Context: an optimization exercise on an open-source flow, tuned for small area and a short achievable clock period. The choices shown serve that exercise and are no tape-out recipe.
Where RTL was checked, it was by simulation tests only, not by an equivalence proof against the original.
Power and IR drop assume default switching activity.

==> flow/design.v <==
module CPU (clk, input_8bit, output_8bit, cmd_addr, cmd_8bit, rst);
  input  wire       clk;
  input  wire       rst;
  input  wire [7:0] input_8bit;
  input  wire [7:0] cmd_8bit;
  output wire [7:0] output_8bit;
  output reg  [7:0] cmd_addr;
  reg [7:0] r0, r1, r2, r3, r4, r5;
  reg [7:0] f;
  reg       boot;
  wire [1:0] op = cmd_8bit[7:6];
  wire [2:0] s  = cmd_8bit[5:3];
  wire [2:0] d  = cmd_8bit[2:0];
  wire is_imm = (op == 2'b00);
  wire is_cal = (op == 2'b01);
  wire is_cpy = (op == 2'b10);
  wire is_cnd = (op == 2'b11);
  wire [7:0] m0  = s[1] ? (s[0] ? r3 : r2) : (s[0] ? r1 : r0);
  wire [7:0] m1  = s[1] ? (s[0] ? 8'd0 : input_8bit) : (s[0] ? r5 : r4);
  wire [7:0] bus = s[2] ? m1 : m0;
  wire out_en = is_cpy & (d == 3'd6) & ~rst;
  assign output_8bit = {8{out_en}} & bus;
  wire [7:0] sa  = r1 + r2;
  wire [7:0] ss  = r1 - r2;
  wire [7:0] sum = d[0] ? ss : sa;
  wire [7:0] g   = r1 & r2;
  wire [7:0] o   = r1 | r2;
  wire [7:0] lg  = (d[0] ? g : o) ^ {8{d[0] ^ d[1]}};
  wire [7:0] alu = d[2] ? (d[1] ? 8'd0 : sum) : lg;
  wire z = (r3 == 8'd0);
  wire n = r3[7];
  wire t = d[2] ^ (d[0] & z | d[1] & n);
  wire jump = is_cnd & t;
  wire [7:0] r0_in = {8{~rst}} & (is_imm ? cmd_8bit : bus);
  wire [7:0] r3_in = {8{~rst}} & (is_cal ? alu : bus);
  wire [7:0] rx_in = {8{~rst}} & bus;
  wire we0 = rst | is_imm | (is_cpy & d == 3'd0);
  wire we1 = rst | (is_cpy & d == 3'd1);
  wire we2 = rst | (is_cpy & d == 3'd2);
  wire we3 = rst | is_cal | (is_cpy & d == 3'd3);
  wire we4 = rst | (is_cpy & d == 3'd4);
  wire we5 = rst | (is_cpy & d == 3'd5);
  always @(posedge clk) begin
    if (we0) r0 <= r0_in;
    if (we1) r1 <= rx_in;
    if (we2) r2 <= rx_in;
    if (we3) r3 <= r3_in;
    if (we4) r4 <= rx_in;
    if (we5) r5 <= rx_in;
  end
  always @(posedge clk) begin
    if (rst) begin
      cmd_addr <= 8'd0;
      f        <= 8'd0;
      boot     <= 1'b1;
    end else begin
      cmd_addr <= f;
      f        <= jump ? r0 : f + {7'd0, ~boot};
      boot     <= 1'b0;
    end
  end
endmodule
==> flow/config.mk <==
export PLATFORM = sky130hd
export DESIGN_NAME = CPU
export DESIGN_NICKNAME = CPU
export VERILOG_FILES = /design/flow/design.v
export SDC_FILE = /design/flow/constraint.sdc
export NUM_CORES = 4
export LEC_CHECK = 0
export CAP_MARGIN = 20
export CORE_MARGIN = 2
export CORE_UTILIZATION = 40
export SETUP_SLACK_MARGIN = 2.5
export SLEW_MARGIN = 20
==> flow/constraint.sdc <==
create_clock -name core_clock -period 6.0 [get_ports {clk}]
set_input_delay 1.2000 -clock core_clock [delete_from_list [all_inputs] [get_ports {clk}]]
set_output_delay 1.2000 -clock core_clock [all_outputs]
set_load 0.01 [all_outputs]
standard.sh (not shown) runs the stock make flow with config.mk's settings and CLKGATE_MAP_FILE= SYNTH_SCRIPT=/design/flow/synth_recipe.tcl, a recipe that flattens the netlist after the stock synthesis.
==> flow/flow/run.sh <==
#!/bin/bash
# Own layout flow: the standard ORFS flow, with two changes:
#  - synthesis is the standard flow's synthesis script unchanged except for the abc script
#    (flow/abc.script, an area-oriented mapping); registers are mapped by the
#    same dfflibmap step before abc, so their names and cells are unchanged;
#  - port buffers are sky130_fd_sc_hd__buf_2 instead of buffer_ports' default.
# Every tool's output goes to a log file in the work folder (and ORFS's own
# per-step logs under orfs/logs).
set -euo pipefail
W=$(pwd)
sed 's#log_cmd abc {\*}\$abc_args#log_cmd abc -script '"$W"'/flow/abc.script {*}[lrange $abc_args 2 end]#' \
  "$FLOW_HOME/scripts/synth.tcl" > "$W/my_synth.tcl"
grep -q 'flow/abc.script' "$W/my_synth.tcl"
sed "s#source \$::env(SCRIPTS_DIR)/synth.tcl#source $W/my_synth.tcl#" "$W/synth_recipe.tcl" > "$W/my_synth_recipe.tcl"
grep -q 'my_synth.tcl' "$W/my_synth_recipe.tcl"
sed "s#SYNTH_SCRIPT=[^ ]*#SYNTH_SCRIPT=$W/my_synth_recipe.tcl#" "$W/standard.sh" > "$W/my_standard.sh"
grep -q 'my_synth_recipe.tcl' "$W/my_standard.sh"
bash "$W/my_standard.sh" "BUFFER_PORTS_ARGS=-buffer_cell sky130_fd_sc_hd__buf_2" finish > "$W/flow.log" 2>&1
==> flow/flow/abc.script <==
strash
&get -n
&dch
&nf -R 1000 -p
&put
Next try:
--- a/flow/design.v
+++ b/flow/design.v
@@ -14,16 +14,24 @@
   wire is_imm = (op == 2'b00);
   wire is_cal = (op == 2'b01);
   wire is_cpy = (op == 2'b10);
   wire is_cnd = (op == 2'b11);
-  wire [7:0] m0  = s[1] ? (s[0] ? r3 : r2) : (s[0] ? r1 : r0);
-  wire [7:0] m1  = s[1] ? (s[0] ? 8'd0 : input_8bit) : (s[0] ? r5 : r4);
-  wire [7:0] bus = s[2] ? m1 : m0;
+  wire [7:0] sel;
+  genvar k;
+  generate
+    for (k = 0; k < 8; k = k + 1) begin : dec
+      assign sel[k] = (s == k);
+    end
+  endgenerate
+  wire [7:0] x01 = ({8{sel[0]}} & r0) | ({8{sel[1]}} & r1);
+  wire [7:0] x23 = ({8{sel[2]}} & r2) | ({8{sel[3]}} & r3);
+  wire [7:0] x45 = ({8{sel[4]}} & r4) | ({8{sel[5]}} & r5);
+  wire [7:0] x6  = ({8{sel[6]}} & input_8bit);
+  wire [7:0] bus = x01 | x23 | x45 | x6;
   wire out_en = is_cpy & (d == 3'd6) & ~rst;
   assign output_8bit = {8{out_en}} & bus;
-  wire [7:0] sa  = r1 + r2;
-  wire [7:0] ss  = r1 - r2;
-  wire [7:0] sum = d[0] ? ss : sa;
+  wire [7:0] b   = r2 ^ {8{d[0]}};
+  wire [7:0] sum = r1 + b + {7'd0, d[0]};
   wire [7:0] g   = r1 & r2;
   wire [7:0] o   = r1 | r2;
   wire [7:0] lg  = (d[0] ? g : o) ^ {8{d[0] ^ d[1]}};
   wire [7:0] alu = d[2] ? (d[1] ? 8'd0 : sum) : lg;
Result: Cell area fell by 1.7%; total power hardly moves; via count falls by 0.94%; sequential share of layout area goes up by 0.73 points; maximum frequency fell by 5.4%; utilization climbs by 2.2 points; flip-flop and latch count stays the same; cell count shrinks by 2.7%; clock skew increases by 5.3 ps.
No functional check of the RTL was part of any run of this note.

## purple
CPU, a different RTL version from the one above (not shown whole).
Size: about 290 cells after synthesis, roughly 34 I/O pins, roughly 3400 um^2 of cells after synthesis.
==> module CPU, before the edit <==
module CPU (clk, input_8bit, output_8bit, cmd_addr, cmd_8bit, rst);
  input  wire       clk;
  input  wire       rst;
  input  wire [7:0] input_8bit;
  input  wire [7:0] cmd_8bit;
  output wire [7:0] output_8bit;
  output reg  [7:0] cmd_addr;
  reg [7:0] r0, r1, r2, r3, r4, r5;
  reg [7:0] f;
  reg       boot;
  wire [1:0] op = cmd_8bit[7:6];
  wire [2:0] s  = cmd_8bit[5:3];
  wire [2:0] d  = cmd_8bit[2:0];
  wire is_imm = (op == 2'b00);
  wire is_cal = (op == 2'b01);
  wire is_cpy = (op == 2'b10);
  wire is_cnd = (op == 2'b11);
  wire [7:0] m0  = s[1] ? (s[0] ? r3 : r2) : (s[0] ? r1 : r0);
  wire [7:0] m1  = s[1] ? (s[0] ? 8'd0 : input_8bit) : (s[0] ? r5 : r4);
  wire [7:0] bus = s[2] ? m1 : m0;
  wire out_en = is_cpy & (d == 3'd6) & ~rst;
  assign output_8bit = {8{out_en}} & bus;
  wire [7:0] b   = r2 ^ {8{d[0]}};
  wire [7:0] sum = r1 + b + {7'd0, d[0]};
  wire [7:0] g   = r1 & r2;
  wire [7:0] o   = r1 | r2;
  wire [7:0] lg  = (d[0] ? g : o) ^ {8{d[0] ^ d[1]}};
  wire [7:0] alu = d[2] ? (d[1] ? 8'd0 : sum) : lg;
  wire z = (r3 == 8'd0);
  wire n = r3[7];
  wire t = d[2] ^ (d[0] & z | d[1] & n);
  wire jump = is_cnd & t;
  wire [7:0] r0_in = {8{~rst}} & (is_imm ? cmd_8bit : bus);
  wire [7:0] r3_in = {8{~rst}} & (is_cal ? alu : bus);
  wire [7:0] rx_in = {8{~rst}} & bus;
  wire we0 = rst | is_imm | (is_cpy & d == 3'd0);
  wire we1 = rst | (is_cpy & d == 3'd1);
  wire we2 = rst | (is_cpy & d == 3'd2);
  wire we3 = rst | is_cal | (is_cpy & d == 3'd3);
  wire we4 = rst | (is_cpy & d == 3'd4);
  wire we5 = rst | (is_cpy & d == 3'd5);
  always @(posedge clk) begin
    if (we0) r0 <= r0_in;
    if (we1) r1 <= rx_in;
    if (we2) r2 <= rx_in;
    if (we3) r3 <= r3_in;
    if (we4) r4 <= rx_in;
    if (we5) r5 <= rx_in;
  end
  always @(posedge clk) begin
    if (rst) begin
      cmd_addr <= 8'd0;
      f        <= 8'd0;
      boot     <= 1'b1;
    end else begin
      cmd_addr <= f;
      f        <= jump ? r0 : f + {7'd0, ~boot};
      boot     <= 1'b0;
    end
  end
endmodule
export LEC_CHECK = 0
export CAP_MARGIN = 20
export CORE_MARGIN = 2
export CORE_UTILIZATION = 40
export SETUP_SLACK_MARGIN = 2.5
export SLEW_MARGIN = 20
create_clock -name core_clock -period 6.0 [get_ports {clk}]
Scripts as last shown in full above: flow/flow/run.sh, flow/flow/abc.script
#### Input delta (blue over purple)
==> flow/design.v <==
module CPU (clk, input_8bit, output_8bit, cmd_addr, cmd_8bit, rst);
  input  wire       clk;
  input  wire       rst;
  input  wire [7:0] input_8bit;
  input  wire [7:0] cmd_8bit;
  output wire [7:0] output_8bit;
  output reg  [7:0] cmd_addr;
  reg [7:0] r0, r1, r2, r3, r4, r5;
  reg [7:0] f;
  reg       boot;
  wire [1:0] op = cmd_8bit[7:6];
  wire [2:0] s  = cmd_8bit[5:3];
  wire [2:0] d  = cmd_8bit[2:0];
  wire is_imm = (op == 2'b00);
  wire is_cal = (op == 2'b01);
  wire is_cpy = (op == 2'b10);
  wire is_cnd = (op == 2'b11);
  wire cp = is_cpy & ~rst;
  wire [7:0] bus = ({8{cp & (s == 3'd0)}} & r0)
                 | ({8{cp & (s == 3'd1)}} & r1)
                 | ({8{cp & (s == 3'd2)}} & r2)
                 | ({8{cp & (s == 3'd3)}} & r3)
                 | ({8{cp & (s == 3'd4)}} & r4)
                 | ({8{cp & (s == 3'd5)}} & r5)
                 | ({8{cp & (s == 3'd6)}} & input_8bit);
  assign output_8bit = {8{d == 3'd6}} & bus;
  wire       ca  = is_cal & ~rst;
  wire [7:0] b   = r2 ^ {8{d[0]}};
  wire [7:0] sum = r1 + b + {7'd0, d[0]};
  wire [7:0] g   = r1 & r2;
  wire [7:0] o   = r1 | r2;
  wire [7:0] alu = ({8{ca & (d == 3'd0)}} & o)
                 | ({8{ca & (d == 3'd1)}} & ~g)
                 | ({8{ca & (d == 3'd2)}} & ~o)
                 | ({8{ca & (d == 3'd3)}} & g)
                 | ({8{ca & (d[2:1] == 2'b10)}} & sum);
  wire z = (r3 == 8'd0);
  wire n = r3[7];
  wire t = d[2] ^ (d[0] & z | d[1] & n);
  wire jump = is_cnd & t;
  wire [7:0] r0_in = bus | ({8{is_imm & ~rst}} & cmd_8bit);
  wire [7:0] r3_in = bus | alu;
  wire we0 = rst | is_imm | (is_cpy & d == 3'd0);
  wire we1 = rst | (is_cpy & d == 3'd1);
  wire we2 = rst | (is_cpy & d == 3'd2);
  wire we3 = rst | is_cal | (is_cpy & d == 3'd3);
  wire we4 = rst | (is_cpy & d == 3'd4);
  wire we5 = rst | (is_cpy & d == 3'd5);
  always @(posedge clk) begin
    if (we0) r0 <= r0_in;
    if (we1) r1 <= bus;
    if (we2) r2 <= bus;
    if (we3) r3 <= r3_in;
    if (we4) r4 <= bus;
    if (we5) r5 <= bus;
  end
  always @(posedge clk) begin
    if (rst) begin
      cmd_addr <= 8'd0;
      f        <= 8'd0;
      boot     <= 1'b1;
    end else begin
      cmd_addr <= f;
      f        <= jump ? r0 : f + {7'd0, ~boot};
      boot     <= 1'b0;
    end
  end
endmodule
### Flow results
Synthesized area in blue is about 4.6% lower than in purple. Diff purple -> blue: maximum fanout encountered on the critical timing path went down 3; synthesized-area fraction occupied by ao, oa, aoi and oai cells higher; number of iterations in the first detailed-routing pass increased 5; initial standard-cell utilization of the core up 0.36 points; first-iteration DRC count now larger. blue: share of total power in the clock network is 1.7 points lower than what purple reported. Final cell area: blue below purple.
Only the layout flow was run in blue; the RTL was not checked for function there.

==> static timing again, ports no longer ideal <==
Ports are ideal in the flow. The routed layouts listed here were re-timed in OpenROAD. Step 1 (the two cells are an assumption about what drives the block):
set clk [get_ports {clk}]
set_driving_cell -lib_cell sky130_fd_sc_hd__clkbuf_16 $clk
set_driving_cell -lib_cell sky130_fd_sc_hd__buf_2 [delete_from_list [all_inputs] $clk]
Step 2 adds t to the input delays and takes it off the output delays; t is the mean of the earliest and latest rising clock arrival at the registers after step 1. Input paths then give back, and output paths get back, about the clock's delay inside the block. a / b / c = no drivers / after step 1 / after step 2; a / b = the first two.
run	shift t [ns]	slack for setup (ns)	hold slack, ns	worst setup path after step 2	worst data-port slew with drivers (ns)
the first run of note 1	0.369	2.528 / 2.376 / 2.376	0.468 / 0.468 / 0.468	input to output	0.17
the second run of note 1	0.373	2.329 / 2.278 / 2.278	0.469 / 0.469 / 0.469	input to output	0.07
purple	0.373	2.526 / 2.358 / 2.264	0.469 / 0.469 / 0.469	input to register	0.16
blue	0.368	1.961 / 1.869 / 1.869	0.467 / 0.467 / 0.467	input to output	0.14
After both steps every run listed still meets setup and hold. The setup slack of purple, which loses most, moves by -0.168 ns with the drivers and by -0.262 ns with both steps.
